Background: an optimization exercise with open tools, aiming at small area. Do not read the settings as production practice. Function was checked by simulation only, so behaviour that the tests miss may differ from the original. Power figures rest on the tool's default switching activity, not on a simulated workload.

### config.mk
export PLATFORM = sky130hd
export DESIGN_NAME = my_chip
export DESIGN_NICKNAME = my_chip
export VERILOG_FILES = /design/flow/design.v
export SDC_FILE = /design/flow/constraint.sdc
export NUM_CORES = 4
export LEC_CHECK = 0
export CAP_MARGIN = 20
export CORE_MARGIN = 2
export CORE_UTILIZATION = 40
export CTS_BUF_LIST = sky130_fd_sc_hd__clkbuf_8
export CTS_CLUSTER_DIAMETER = 100
export CTS_CLUSTER_SIZE = 30
export SLEW_MARGIN = 20
### constraint.sdc
create_clock -name core_clock -period 10.0 [get_ports {clock}]
set_input_delay 2.0000 -clock core_clock [delete_from_list [all_inputs] [get_ports {clock}]]
set_output_delay 2.0000 -clock core_clock [all_outputs]
set_load 0.01 [all_outputs]
### design.v
`default_nettype none
module debounce (
    input  logic clock,
    input  logic reset,
    input  logic btn,
    output logic press
);
  logic s1, s2;
  always_ff @(posedge clock) begin
    s1 <= btn;
    s2 <= s1;
  end
  localparam logic [7:0] Z = 8'hf7;
  logic [7:0] y, x, xn;
  assign x = y ^ Z;
  assign press = (x == 8'h7f);
  assign xn = {x[6:0], ~(x[7] ^ x[5] ^ x[4] ^ x[3]) | press};
  always_ff @(posedge clock or posedge reset) begin
    if (reset) y <= 8'h00;
    else if (s2) y <= xn ^ Z;
    else y <= 8'h00;
  end
endmodule
module ChipInterface (
    input  logic clock,
    input  logic reset,
    input  logic [4:0] btn,
    output logic [5:0] led
);
  logic confirm, clear, asel_p, e0, e1;
  debounce d0 (.clock(clock), .reset(reset), .btn(btn[0]), .press(confirm));
  debounce d1 (.clock(clock), .reset(reset), .btn(btn[1]), .press(clear));
  debounce d2 (.clock(clock), .reset(reset), .btn(btn[2]), .press(asel_p));
  debounce d3 (.clock(clock), .reset(reset), .btn(btn[3]), .press(e0));
  debounce d4 (.clock(clock), .reset(reset), .btn(btn[4]), .press(e1));
  typedef enum logic [2:0] {IDLE = 3'b000, TIMEOUT = 3'b001, INPUT = 3'b010, VERIFY = 3'b011,
                            PASS = 3'b100, FAIL = 3'b101, LOCK = 3'b110, ALGO = 3'b111} state_t;
  state_t st, st_n;
  logic [14:0] p, p_n;
  logic [5:0] s, s_n;
  logic p_end, p_zero, clr;
  assign p_end = (p == 15'h77b9);
  assign p_zero = (p == 15'h0000);
  logic [11:0] pw, pw_n;        
  logic asel, asel_n;           
  logic chg, chg_n;
  logic [1:0] wr, wr_n;
  logic [2:0] alg, alg_n;
  logic [5:0] otp;
  logic [11:0] o, ref_pw;
  assign o = {6'b0, otp};
  always_comb begin
    case (alg)
      3'd0: ref_pw = o * 2 + 1;
      3'd1: ref_pw = (o << 2) ^ 12'hA3;
      3'd2: ref_pw = (o * 3) + (o >> 1);
      3'd3: ref_pw = ~(o * 5);
      3'd4: ref_pw = o * o;
      3'd5: ref_pw = ((o << 3) - o) ^ 12'h3C3;
      3'd6: ref_pw = {6'b0, otp[2:0], otp[5:3]} + 12'h55A;
      default: ref_pw = o * 9;
    endcase
  end
  logic end6, endl, tmo, any_entry;
  assign end6 = s[2] & s[1] & p_zero;            
  assign tmo = s[5] & s[4] & s[3] & s[1] & s[0] & p_end;   
  always_comb begin
    case (wr)
      2'd1: endl = (s[3:0] == 4'hF) & p_zero;     
      2'd2: endl = (s[4:1] == 4'hF) & p_zero;     
      default: endl = (s[5:2] == 4'hF) & p_zero;  
    endcase
  end
  assign any_entry = asel_p | e0 | e1;
  always_comb begin
    st_n = st;
    chg_n = 1'b0;
    clr = 1'b0;
    wr_n = wr;
    alg_n = alg;
    case (st)
      IDLE: begin
        if (tmo) begin st_n = TIMEOUT; chg_n = 1'b1; clr = 1'b1; end
        else if (any_entry) begin st_n = INPUT; clr = 1'b1; end
      end
      TIMEOUT: st_n = IDLE;
      INPUT: begin
        clr = 1'b1;
        if (confirm) st_n = VERIFY;
      end
      VERIFY: begin
        clr = 1'b1;
        if (pw == ref_pw) st_n = PASS;
        else begin st_n = FAIL; wr_n = wr + 2'd1; end
      end
      PASS: if (end6) begin
        clr = 1'b1;
        if (asel) st_n = ALGO;
        else begin st_n = IDLE; chg_n = 1'b1; end
      end
      ALGO: begin
        clr = 1'b1;
        if (confirm) begin st_n = IDLE; chg_n = 1'b1; end
        else if (clear) alg_n = 3'd0;
        else if (e0) alg_n = {alg[1:0], 1'b0};
        else if (e1) alg_n = {alg[1:0], 1'b1};
      end
      FAIL: if (end6) begin st_n = LOCK; chg_n = 1'b1; clr = 1'b1; end
      LOCK: if (endl) begin st_n = IDLE; chg_n = 1'b1; clr = 1'b1; end
    endcase
  end
  always_comb begin
    if (clr) begin
      p_n = 15'h0000;
      s_n = 6'd0;
    end else if (p_end) begin
      p_n = 15'h0000;
      s_n = s + 6'd1;
    end else begin
      p_n = {p[13:0], ~(p[14] ^ p[13])};
      s_n = s;
    end
  end
  always_comb begin
    if (st == IDLE) pw_n = {11'b0, ~asel_p & ~e0};
    else if (confirm) pw_n = pw;
    else if (clear) pw_n = 12'h000;
    else if (e0) pw_n = {pw[10:0], 1'b0};
    else if (e1) pw_n = {pw[10:0], 1'b1};
    else pw_n = pw;
  end
  assign asel_n = (st == IDLE) ? asel_p : asel;
  always_ff @(posedge clock) begin
    pw <= pw_n;
    asel <= asel_n;
  end
  always_ff @(posedge clock or posedge reset) begin
    if (reset) begin
      st <= IDLE;
      chg <= 1'b0;
      wr <= 2'd0;
      alg <= 3'd0;
      p <= 15'h0000;
      s <= 6'd0;
      otp <= 6'b101101;
    end else begin
      st <= st_n;
      chg <= chg_n;
      wr <= wr_n;
      alg <= alg_n;
      p <= p_n;
      s <= s_n;
      if (chg) otp <= {otp[4:0], otp[5] ^ otp[3]};
    end
  end
  always_ff @(posedge clock or posedge reset) begin
    if (reset) led <= 6'b0;
    else case (st)
      PASS: led <= 6'b111111;
      ALGO: led <= {3'b0, alg};
      FAIL: led <= s[0] ? 6'b000000 : 6'b111111;
      LOCK: led <= 6'b101010;
      default: led <= otp;
    endcase
  end
endmodule
`default_nettype none
module my_chip (
    input  logic [11:0] io_in,
    output logic [11:0] io_out,
    input  logic clock,
    input  logic reset
);
  logic [5:0] led;
  ChipInterface chipInterface_inst (
      .clock(clock),
      .reset(reset),
      .btn(io_in[4:0]),
      .led(led)
  );
  assign io_out = {6'b0, led};
endmodule
### run.sh
#!/bin/bash
# synth_recipe.tcl (not shown) runs the flow's synth.tcl, then flattens the netlist and writes it again
# the make line also repeats each setting of config.mk as NAME=value (left out here)
make -C /OpenROAD-flow-scripts/flow DESIGN_CONFIG=/design/flow/config.mk WORK_HOME=/design/flow/orfs CLKGATE_MAP_FILE= SYNTH_SCRIPT=/design/flow/synth_recipe.tcl finish
==> results.toml, run 1 <==
[status]
status = "finished clean"

[finish]
nets = 863
fillers = 1742
layout-drive-gt1-share_pct = 5.98
multiInputGateArea_mm2 = 0.00446
antennaDiodeCount = 0
syn_to_final_growth_pct = 6.95
seq_area_mm2 = 0.00254
stdcell_count = 1015

[drt]
m1WireLength_mm = 9.21
wl_per_cell_um = 17.6
num_vias = 5812
dr.pass1.iters = 5
routed_via_density = 5.73
drt_iter0_drc = 468
ant_nets = 0
finalWirelength_mm = 17.9
met2_length_mm = 7.33
drc = 0
highest_layer = "met4"
met3_wirelength_mm = 1.04

[worst_setup_path]
end_kind = "register"
critPathCapture = "chipInterface_inst.wr[1]$_DFFE_PP0P_"
crit_top_cell = "fa_1"
rr_endpoint = "chipInterface_inst.wr[1]$_DFFE_PP0P_"
cp_slowest_cell = "dfstp_2"
reg2reg_depth = 16
startpoint = "chipInterface_inst.otp[2]$_DFFE_PP1P_"
path_cells = "ha_1, inv_1, fa_1, fa_1, inv_1, fa_1, ha_1, a211oi_2, or4_1, a21oi_1, a2111oi_0, xor2_1, nand4_1, nor4_2, and3_1, a211oi_2"
slowest_delay_ps = 820
r2r_setup_slack_ps = 4150
critPathRequiredTime_ps = 10270
worstReg2RegStart = "chipInterface_inst.otp[2]$_DFFE_PP1P_"
crit_arrival_ps = 6120
critPathKind = "register to register"
cp_max_fo = 19
start_kind = "register"

[yosys]
synth_warnings = 2
synth_top_area_share_pct = 26.7
avgSynthCellArea_um2 = 9.32
synth_area_mm2 = 0.00731
synth.most_common_cell = "dfrtp_1"
synthCells = 784
synth_cell_type_count = 85
synth_edf_count = 2
yosysSeqAreaShare_pct = 34.7
synth_top_area_cell = "dfrtp_1"
ys_seq_elements = 105
async_flop_share_pct = 78.1
synth.area.top_cells = "dfrtp_1, ha_1, dfxtp_1, and2_1, fa_1"
synth_commonest_cells = "dfrtp_1, ha_1, nand2_1"
synth-main-ff-cell = "dfrtp_1"

[clock_network]
cts_resized = 0
postCtsSetupRepairBufs = 0
clock_latency_ps = 390
clock-sinks = 105
clk_path_buf_depth = 2
cts.reportedPaths.clkPinSlew_ps = 100
cts-root-buf = "clkbuf_8"
cts_hold_buf = 0
cts_tree = "built"
numCtsBuffers = 9
cts_max_level = 3

[pwr]
seqPwrFrac_pct = 45.1
power.share.clock_pct = 24.7
switchingPower_uw = 439
power_frac_comb_pct = 30.2
p_leak_nw = 3.46
intPower_uw = 776
switching_share_pct = 36.1
ir_worst_vdd_v = 0.000192
p_per_area_mw_per_mm2 = 155
power_mw = 1.22

[job]
max-cap-violations = 0

[place]
dp_cells = 999
place_hpwl_mm = 13.2
gp_congestion = 0.950
port_buffers = 12

[global_routing]
grt_max_degree = 83
grt_pass1_vias = 5292
grt-ovfl-total = 0
grt_pass1_wl_mm = 29.1
antenna_found_initial = 0
track_usage_pct = 18.9

[die]
start_util_pct = 40.7
dieArea_mm2 = 0.0194
die_y_um = 139
die_w_um = 139
fp-row-count = 49
ioPinCount = 26
coreArea_mm2 = 0.0180

[sta]
slew_headroom_pct = 38.8
whs_ps = 342
clock_skew_ps = 8.60
slew_violations = 0
worst_pin_slew_ps = 918
timing.final.crit_share_pct = 58.5
fmaxAchievable_mhz = 171
setup_viol = 0
fin_setup_tns_ps = 0
period_needed_ps = 5850
hold_viol_final = 0
rsz0062_at_grt = "false"

[hold_path]
holdCritPathClass = "register to register"
state kept, by name, summed over array words and instances, names as in the netlist, 8 cells and up:
register / count
chipInterface_inst.d3.y: 8
chipInterface_inst.d1.y: 8
chipInterface_inst.d4.y: 8
chipInterface_inst.d0.y: 8
chipInterface_inst.pw: 12
chipInterface_inst.d2.y: 8
chipInterface_inst.p: 15
metrics by stage:
stage,area (um2),worst slack [ps],utilization [%]
finish,7820,4150,43.5
global route,7820,3800,43.5
CTS,7810,4220,43.5
detailed placement,7590,4260,42.2
global placement,7590,4260,42.2
floorplan,7330,4980,-
area by class of cell:
type | count | share of cell area, %
timing repair buffer | 16 | 1.97
tap | 229 | 3.67
multi-input combinational | 609 | 57.1
inverter | 40 | 1.94
clock inverter | 7 | 1.28
sequential | 105 | 32.5
clock buffer | 9 | 1.58
how the worst min path moves through the flow:
stage / from / cells past startpoint / slack, ps / end
after floorplan: chipInterface_inst.d0.s1$_DFF_P_ / 0 / 310 / chipInterface_inst.d0.s2$_DFF_P_
after global placement: chipInterface_inst.d4.s1$_DFF_P_ / 0 / 320 / chipInterface_inst.d4.s2$_DFF_P_
after detailed placement: chipInterface_inst.d4.s1$_DFF_P_ / 0 / 320 / chipInterface_inst.d4.s2$_DFF_P_
after CTS: chipInterface_inst.d4.s1$_DFF_P_ / 0 / 340 / chipInterface_inst.d4.s2$_DFF_P_
after global routing: chipInterface_inst.d4.s1$_DFF_P_ / 0 / 350 / chipInterface_inst.d4.s2$_DFF_P_
final: chipInterface_inst.d4.s1$_DFF_P_ / 0 / 340 / chipInterface_inst.d4.s2$_DFF_P_
routing by layer:
layer,vias to the layer above,GRT usage [%]
met3,29,3.97
li1,2815,-
met2,164,25.8
met5,-,0
met1,2804,29.3
met4,0,6.33
cell usage in the layout (no fill, tap or decap), types with 4 or more instances in the layout:
master,netlist,routed
nand2b_1,12,12
nand4_1,15,15
nand3b_1,4,4
nand2_1,51,51
and2_1,43,43
nand4b_1,4,4
a31oi_1,14,14
nor2b_1,26,26
a22o_1,12,12
or4_1,4,4
or3_1,4,4
nor3_1,13,13
nor2_1,50,50
o21ai_0,40,40
inv_1,37,37
clkbuf_8,0,9
a21oi_1,33,33
and3_1,11,11
o21ai_1,4,4
a211oi_2,4,4
dfrtp_1,78,78
mux2i_1,10,10
nor4_1,4,4
dfxtp_1,21,21
conb_1,1,6
clkdlybuf4s50_1,0,12
o211ai_1,6,6
xnor2_1,20,20
nor3b_1,8,8
a21boi_0,4,4
dfstp_2,4,4
nor4b_1,11,11
xor2_1,24,24
nand3_1,20,20
a211oi_1,7,7
a21o_1,6,6
fa_1,13,13
mux2_2,4,4
ha_1,55,55
critical path, delay by kind of cell, from the launching register on:
kind,cells,cell delay [ps]
compound gates,4,1220
xor+xnor,1,280
simple gates,4,920
fa+ha+maj,5,2320
buf+inv,2,170
flops,1,820
power groups by stage:
stage	Combinational, mW	Sequential (mW)	Clock (mW)
5_1_grt	0.417	0.557	0.324
3_5_place_dp	0.364	0.554	0
4_1_cts	0.367	0.547	0.308
3_3_place_gp	0.362	0.556	0
6_report	0.367	0.548	0.300
2_1_floorplan	0.304	0.519	0
kinds of logic after synthesis:
group,after synthesis,synth area share [%]
compound gates,186,18.3
xor+xnor,44,5.27
fa+ha+maj,68,13.0
buf+inv,75,4.47
flops,105,34.7
mux,15,2.19
other cells,1,0.0513
simple gates,290,22.0
==> run 2: changes to the inputs <==
--- a/config.mk
+++ b/config.mk
@@ -8,7 +8,4 @@
 export CAP_MARGIN = 20
 export CORE_MARGIN = 2
 export CORE_UTILIZATION = 40
-export CTS_BUF_LIST = sky130_fd_sc_hd__clkbuf_8
-export CTS_CLUSTER_DIAMETER = 100
-export CTS_CLUSTER_SIZE = 30
 export SLEW_MARGIN = 20
==> run 2 against run 1 <==
Wire length is 0.11% higher. Fmax about the same. Final cell count is the same. Highest routed layer unchanged. First-iteration DRC count is 9.8% higher. Clock power up about 30%. Area after synthesis unchanged. Worst setup slack improved by 4.5 ps. Count of clock-buffer cells in the layout up 1. Critical endpoint unchanged. Utilization is 0.56 points higher. Synthesized cell count unchanged.
==> results.toml, run 2 <==
[sta]
setup_viol = 0
slew_headroom_pct = 40.1
clock_skew_ps = 5.60
rsz0062_at_grt = "false"
finalWorstSetupSlack_ps = 4160
hold_viol_final = 0
period_needed_ps = 5840
whs_ps = 335
fmaxAchievable_mhz = 171
fin_setup_tns_ps = 0
timing.final.crit_share_pct = 58.4
worst_pin_slew_ps = 898
slew_violations = 0

[yosys]
synth-main-ff-cell = "dfrtp_1"
synth_warnings = 2
synth_area_mm2 = 0.00731
ys_seq_elements = 105
synth_compound_area_share_pct = 18.3
synth_top_family_by_area = "simple AND/OR/NAND/NOR gates"
synthAdderAreaFrac_pct = 13.0
synth_top_area_cell = "dfrtp_1"
avgSynthCellArea_um2 = 9.32
synth.area.top_cells = "dfrtp_1, ha_1, dfxtp_1, and2_1, fa_1"
synth_edf_count = 2
synth_top_area_share_pct = 26.7
synth-simple-area-share_pct = 22.0
synthCells = 784
synth_cell_type_count = 85
synth_xor_area_share_pct = 5.27
async_flop_share_pct = 78.1
synth.most_common_cell = "dfrtp_1"
synthMuxAreaShare_pct = 2.19
yosysSeqAreaShare_pct = 34.7
synth_commonest_cells = "dfrtp_1, ha_1, nand2_1"

[clock_network]
cts_hold_buf = 0
clock_latency_ps = 350
numCtsBuffers = 9
cts_max_level = 3
clock-sinks = 105
cts-root-buf = "clkbuf_16"
cts.reportedPaths.clkPinSlew_ps = 70
clk_path_buf_depth = 2
cts_resized = 0
cts_tree = "built"
postCtsSetupRepairBufs = 0

[worst_setup_path]
r2r_setup_slack_ps = 4160
path_cells = "ha_1, inv_1, fa_1, fa_1, inv_1, fa_1, ha_1, a211oi_2, or4_1, a21oi_1, a2111oi_0, xor2_1, nand4_1, nor4_2, and3_1, a211oi_2"
crit_arrival_ps = 6080
critPathRequiredTime_ps = 10230
end_kind = "register"
rr_endpoint = "chipInterface_inst.wr[1]$_DFFE_PP0P_"
cp_max_fo = 19
reg2reg_depth = 16
critPathKind = "register to register"
start_kind = "register"
slowest_delay_ps = 820
cp_slowest_cell = "dfstp_2"
crit_top_cell = "fa_1"
worstReg2RegStart = "chipInterface_inst.otp[2]$_DFFE_PP1P_"
crit_buf_inv = 2
crit_family = "adder cells"

[finish]
syn_to_final_growth_pct = 8.34
final_common_cell = "dfrtp_1"
stdcell_count = 1015
regMostFlops = "chipInterface_inst.p"
final_util_pct = 44.1
antennaDiodeCount = 0
nets = 863
layout-drive-gt1-share_pct = 5.98
final_cell_mix = "dfrtp_1, ha_1, nand2_1"
fillers = 1727
largest_reg_flops = 15
reg_top3 = "chipInterface_inst.p (15), chipInterface_inst.pw (12)"
postLayoutCellArea_mm2 = 0.00792

[hold_path]
min_to = "chipInterface_inst.d4.s2$_DFF_P_"
min_path_cells = 0
holdCritPathClass = "register to register"
hold_start = "chipInterface_inst.d4.s1$_DFF_P_"

[die]
die_w_um = 139
ioPinCount = 26
start_util_pct = 40.7
fp-row-count = 49
coreArea_mm2 = 0.0180
die_y_um = 139
dieArea_mm2 = 0.0194

[global_routing]
grt_pass1_wl_mm = 29.2
track_usage_pct = 18.9
grt-ovfl-total = 0
grt_pass1_vias = 5290
grt_max_degree = 83
antenna_found_initial = 0

[place]
preCtsSetupSlack_ps = 4260
place_area_mm2 = 0.00759
place_hpwl_mm = 13.2
port_buffers = 12
gp_congestion = 0.950
dp_cells = 999

[drt]
num_vias = 5813
finalWirelength_mm = 17.9
drc = 0
drt_iter0_drc = 514
dr.pass1.iters = 6
routed_via_density = 5.73
wl_per_cell_um = 17.7
ant_nets = 0

[pwr]
p_per_area_mw_per_mm2 = 165
ir_worst_vdd_v = 0.000193
p_leak_nw = 3.51
power_mw = 1.30

[status]
status = "finished clean"

[job]
max-cap-violations = 0
==> run 2: cell families (layout without fill, tap and decap cells) <==
kind of cell	Yosys count	after routing
simple gates	290	290
xor+xnor	44	44
buf+inv	75	72
mux	15	15
compound gates	186	186
fa+ha+maj	68	68
other cells	1	6
flops	105	105
==> run 2: layout make-up <==
cell class	count	area [um2]	area share, %
clock inverters	6	96.3	1.22
well taps	229	287	3.62
inverters	40	151	1.91
flip-flops and latches	105	2540	32.0
clock buffers	10	229	2.89
multi-input cells	609	4460	56.4
repair buffers	16	154	1.94
==> run 2: worst max-delay path by stage <==
| stage | from | endpoint | slack (ps) | depth (start not counted) |
|---|---|---|---|---|
| after floorplan | chipInterface_inst.otp[2]$_DFFE_PP1P_ | chipInterface_inst.wr[0]$_DFFE_PP0P_ | 4980 | 16 |
| final | chipInterface_inst.otp[2]$_DFFE_PP1P_ | chipInterface_inst.wr[1]$_DFFE_PP0P_ | 4160 | 16 |
| after detailed placement | chipInterface_inst.otp[2]$_DFFE_PP1P_ | chipInterface_inst.wr[1]$_DFFE_PP0P_ | 4260 | 16 |
| after global placement | chipInterface_inst.otp[2]$_DFFE_PP1P_ | chipInterface_inst.st[0]$_DFFE_PP0P_ | 4260 | 16 |
| after global routing | chipInterface_inst.otp[2]$_DFFE_PP1P_ | chipInterface_inst.st[0]$_DFFE_PP0P_ | 3800 | 16 |
| after CTS | chipInterface_inst.otp[2]$_DFFE_PP1P_ | chipInterface_inst.wr[1]$_DFFE_PP0P_ | 4220 | 16 |
==> run 2: per-layer routing <==
| layer | up-vias | track usage [%] | part of all wire (%) |
|---|---|---|---|
| met5 | - | 0 | 0 |
| li1 | 2822 | - | - |
| met3 | 29 | 3.90 | 5.4 |
| met1 | 2812 | 29.4 | 51 |
| met2 | 150 | 25.8 | 41 |
| met4 | 0 | 6.27 | 2.1 |
==> run 2: where the power goes <==
part | switching (mW) | internal, mW | total [mW]
clock network | 0.165 | 0.224 | 0.389
logic | 0.211 | 0.156 | 0.366
registers | 0.0720 | 0.477 | 0.549
total | 0.448 | 0.856 | 1.30
==> run 3: changes to the inputs <==
==> flow/run.sh (new file) <==
#!/bin/bash
# Standard ORFS layout (standard.sh), with two changes:
#  - clock tree synthesis without dummy load cells, using clkbuf_8 buffers
#  - port buffers start as buf_1 (the resizer may still upsize them)
export CTS_ARGS="-sink_clustering_enable -repair_clock_nets -dont_use_dummy_load -buf_list sky130_fd_sc_hd__clkbuf_8 -sink_clustering_size 30 -sink_clustering_max_diameter 100"
export BUFFER_PORTS_ARGS="-buffer_cell sky130_fd_sc_hd__buf_1"
bash standard.sh > standard.log 2>&1
==> standard.sh (new file) <==
#!/bin/bash
# synth_recipe.tcl (not shown) runs the flow's synth.tcl, then flattens the netlist and writes it again
# the make line also repeats each setting of config.mk as NAME=value (left out here)
make -C /OpenROAD-flow-scripts/flow DESIGN_CONFIG=/design/flow/config.mk WORK_HOME=/design/flow/orfs CLKGATE_MAP_FILE= SYNTH_SCRIPT=/design/flow/synth_recipe.tcl "${@:-finish}"
removed: run.sh
==> run 3 against run 2 <==
Still clean. Via count fell by 2.6%. Hold slack got worse by 8.0 ps. Clock skew rose by 30 ps. Clock power fell by 47%. First-iteration DRC count fell by 9.7%.
==> results.toml, run 3 <==
[sta]
worst_pin_slew_ps = 929
slew_headroom_pct = 37.9
setup_viol = 0
period_needed_ps = 5780
fmaxAchievable_mhz = 173
rsz0062_at_grt = "false"
timing.final.crit_share_pct = 57.8
hold_viol_final = 0
fin_setup_tns_ps = 0
slew_violations = 0
whs_ps = 327
clock_skew_ps = 36.0

[die]
ioPinCount = 26
dieArea_mm2 = 0.0194
coreArea_mm2 = 0.0180
die_y_um = 139
die_w_um = 139
fp-row-count = 49
start_util_pct = 40.7

[clock_network]
cts_resized = 0
cts_max_level = 3
clk_path_buf_depth = 2
numCtsBuffers = 9
clock-sinks = 105
cts_hold_buf = 0
cts-root-buf = "clkbuf_8"
cts.reportedPaths.clkPinSlew_ps = 80
clock_latency_ps = 380
cts_tree = "built"
postCtsSetupRepairBufs = 0

[pwr]
p_per_area_mw_per_mm2 = 145
power_mw = 1.11
p_leak_nw = 3.38
ir_worst_vdd_v = 0.000179

[finish]
nets = 863
regMostFlops = "chipInterface_inst.p"
final_cell_mix = "dfrtp_1, ha_1, nand2_1"
layout-drive-gt1-share_pct = 5.26
syn_to_final_growth_pct = 4.55
reg_top3 = "chipInterface_inst.p (15), chipInterface_inst.pw (12)"
antennaDiodeCount = 0
largest_reg_flops = 15
final_common_cell = "dfrtp_1"
postLayoutCellArea_mm2 = 0.00764

[worst_setup_path]
cp_max_fo = 16
critPathRequiredTime_ps = 10250
critPathKind = "register to register"
crit_top_cell = "inv_1"
start_kind = "register"
crit_arrival_ps = 6030
slowest_delay_ps = 800
path_cells = "inv_1, nor2_1, ha_1, inv_1, fa_1, inv_1, fa_1, ha_1, a211oi_2, o21bai_1, a2111oi_2, o211ai_1, a21boi_0, o211ai_1, a211oi_1, a21o_1, nand3_1"
cp_slowest_cell = "dfrtp_1"
end_kind = "register"

[yosys]
synth-main-ff-cell = "dfrtp_1"
synth.most_common_cell = "dfrtp_1"
synth_area_mm2 = 0.00731
synthCells = 784
synth_top_area_share_pct = 26.7
synth.area.top_cells = "dfrtp_1, ha_1, dfxtp_1, and2_1, fa_1"
yosysSeqAreaShare_pct = 34.7
avgSynthCellArea_um2 = 9.32
async_flop_share_pct = 78.1
synth_commonest_cells = "dfrtp_1, ha_1, nand2_1"
synth_cell_type_count = 85
ys_seq_elements = 105
synth_edf_count = 2
synth_top_area_cell = "dfrtp_1"
synth_warnings = 2

[drt]
num_vias = 5661
wl_per_cell_um = 17.5
drt_iter0_drc = 464
drc = 0
ant_nets = 0
routed_via_density = 5.62
finalWirelength_mm = 17.6
dr.pass1.iters = 6

[global_routing]
grt-ovfl-total = 0
grt_max_degree = 83
grt_pass1_wl_mm = 29.0
antenna_found_initial = 0
track_usage_pct = 18.5
grt_pass1_vias = 5352

[place]
gp_congestion = 0.971
port_buffers = 12
place_hpwl_mm = 13.0
place_area_mm2 = 0.00751

[status]
status = "finished clean"

[job]
max-cap-violations = 0

[hold_path]
holdCritPathClass = "register to register"
run 3: cell types whose count changed in the layout (fill, tap and decap cells not counted):
cell,before,now
clkinv_2,2,1
bufinv_16,2,0
clkbuf_16,9,0
inv_6,1,0
clkbuf_1,1,0
clkbuf_8,0,9
buf_1,0,12
clkdlybuf4s50_1,12,0
inv_8,2,0
run 3: cell families (layout without fill, tap and decap cells):
group | count (synthesis) | in the layout | share of synthesized area [%]
xor+xnor | 44 | 44 | 5.27
flops | 105 | 105 | 34.7
fa+ha+maj | 68 | 68 | 13.0
mux | 15 | 15 | 2.19
other cells | 1 | 6 | 0.0513
compound gates | 186 | 186 | 18.3
simple gates | 290 | 290 | 22.0
buf+inv | 75 | 65 | 4.47
run 3: routing by layer:
metal	GRT usage, %	wire, um	vias up
met2	27.9	7510	158
li1	-	-	2798
met3	3.35	998	21
met5	0	0	-
met4	5.00	348	0
met1	27.5	8770	2684
run 3: where the power goes:
part | internal [mW] | total, mW | switching (mW)
Combinational | 0.143 | 0.363 | 0.220
Sequential | 0.477 | 0.541 | 0.0641
Clock | 0.0811 | 0.207 | 0.126
Total | 0.701 | 1.11 | 0.410
run 3: worst paths after layout:
check                                                            from                              endpoint  slack [ps]  depth (start not counted)
worst min-delay path                 chipInterface_inst.d0.s1$_DFF_P_      chipInterface_inst.d0.s2$_DFF_P_         330                          0
min in group asynchronous                                       reset   chipInterface_inst.s[1]$_DFFE_PP0P_        1790                          3
worst min register to register       chipInterface_inst.d0.s1$_DFF_P_      chipInterface_inst.d0.s2$_DFF_P_         330                          0
max in group asynchronous                                       reset  chipInterface_inst.st[0]$_DFFE_PP0P_        7690                          3
worst max register to register  chipInterface_inst.otp[4]$_DFFE_PP0P_  chipInterface_inst.wr[0]$_DFFE_PP0P_        4220                         17
worst max-delay path            chipInterface_inst.otp[4]$_DFFE_PP0P_  chipInterface_inst.wr[0]$_DFFE_PP0P_        4220                         17
run 3: critical path, delay by kind of cell (launching register included):
kind | cells | cell delay [ps]
compound gates | 8 | 2170
fa+ha+maj | 4 | 1590
flops | 1 | 800
buf+inv | 3 | 560
simple gates | 2 | 520
run 3: area by class of cell:
class,instances,area (um2)
clock buffers,9,124
flip-flops and latches,105,2540
inverters,40,151
multi-input cells,609,4460
well taps,229,287
fillers,1771,10300
repair buffers,16,78.8
run 3: metrics by stage:
step	worst slack, ps	std cells	utilization, %
finish	4220	1008	42.5
CTS	4290	1008	42.5
global placement	4320	999	41.8
floorplan	4980	789	-
global route	3840	1008	42.5
detailed placement	4340	999	41.8

==> static timing again, ports no longer ideal <==
In the flow no input, the clock included, has a driving cell. The finished layouts below were timed again as built, in two steps. Step 1 (the two cells are an assumption about what drives the block):
set clk [get_ports {clock}]
set_driving_cell -lib_cell sky130_fd_sc_hd__clkbuf_16 $clk
set_driving_cell -lib_cell sky130_fd_sc_hd__buf_2 [delete_from_list [all_inputs] $clk]
Step 2 adds t to the input delays and takes it off the output delays; t is the mean of the earliest and latest rising clock arrival at the registers after step 1. Input paths then give back, and output paths get back, about the clock's delay inside the block. Slacks: no drivers / after step 1 / after step 2; pairs: no drivers / after step 1.
run	t (ns)	slack for setup (ns)	worst data-port slew with drivers (ns)
run 1	0.425	4.153 / 4.153 / 4.153	0.04
run 2	0.394	4.157 / 4.157 / 4.157	0.04
run 3	0.400	4.218 / 4.218 / 4.218	0.05
After both steps every run listed still meets setup and hold.
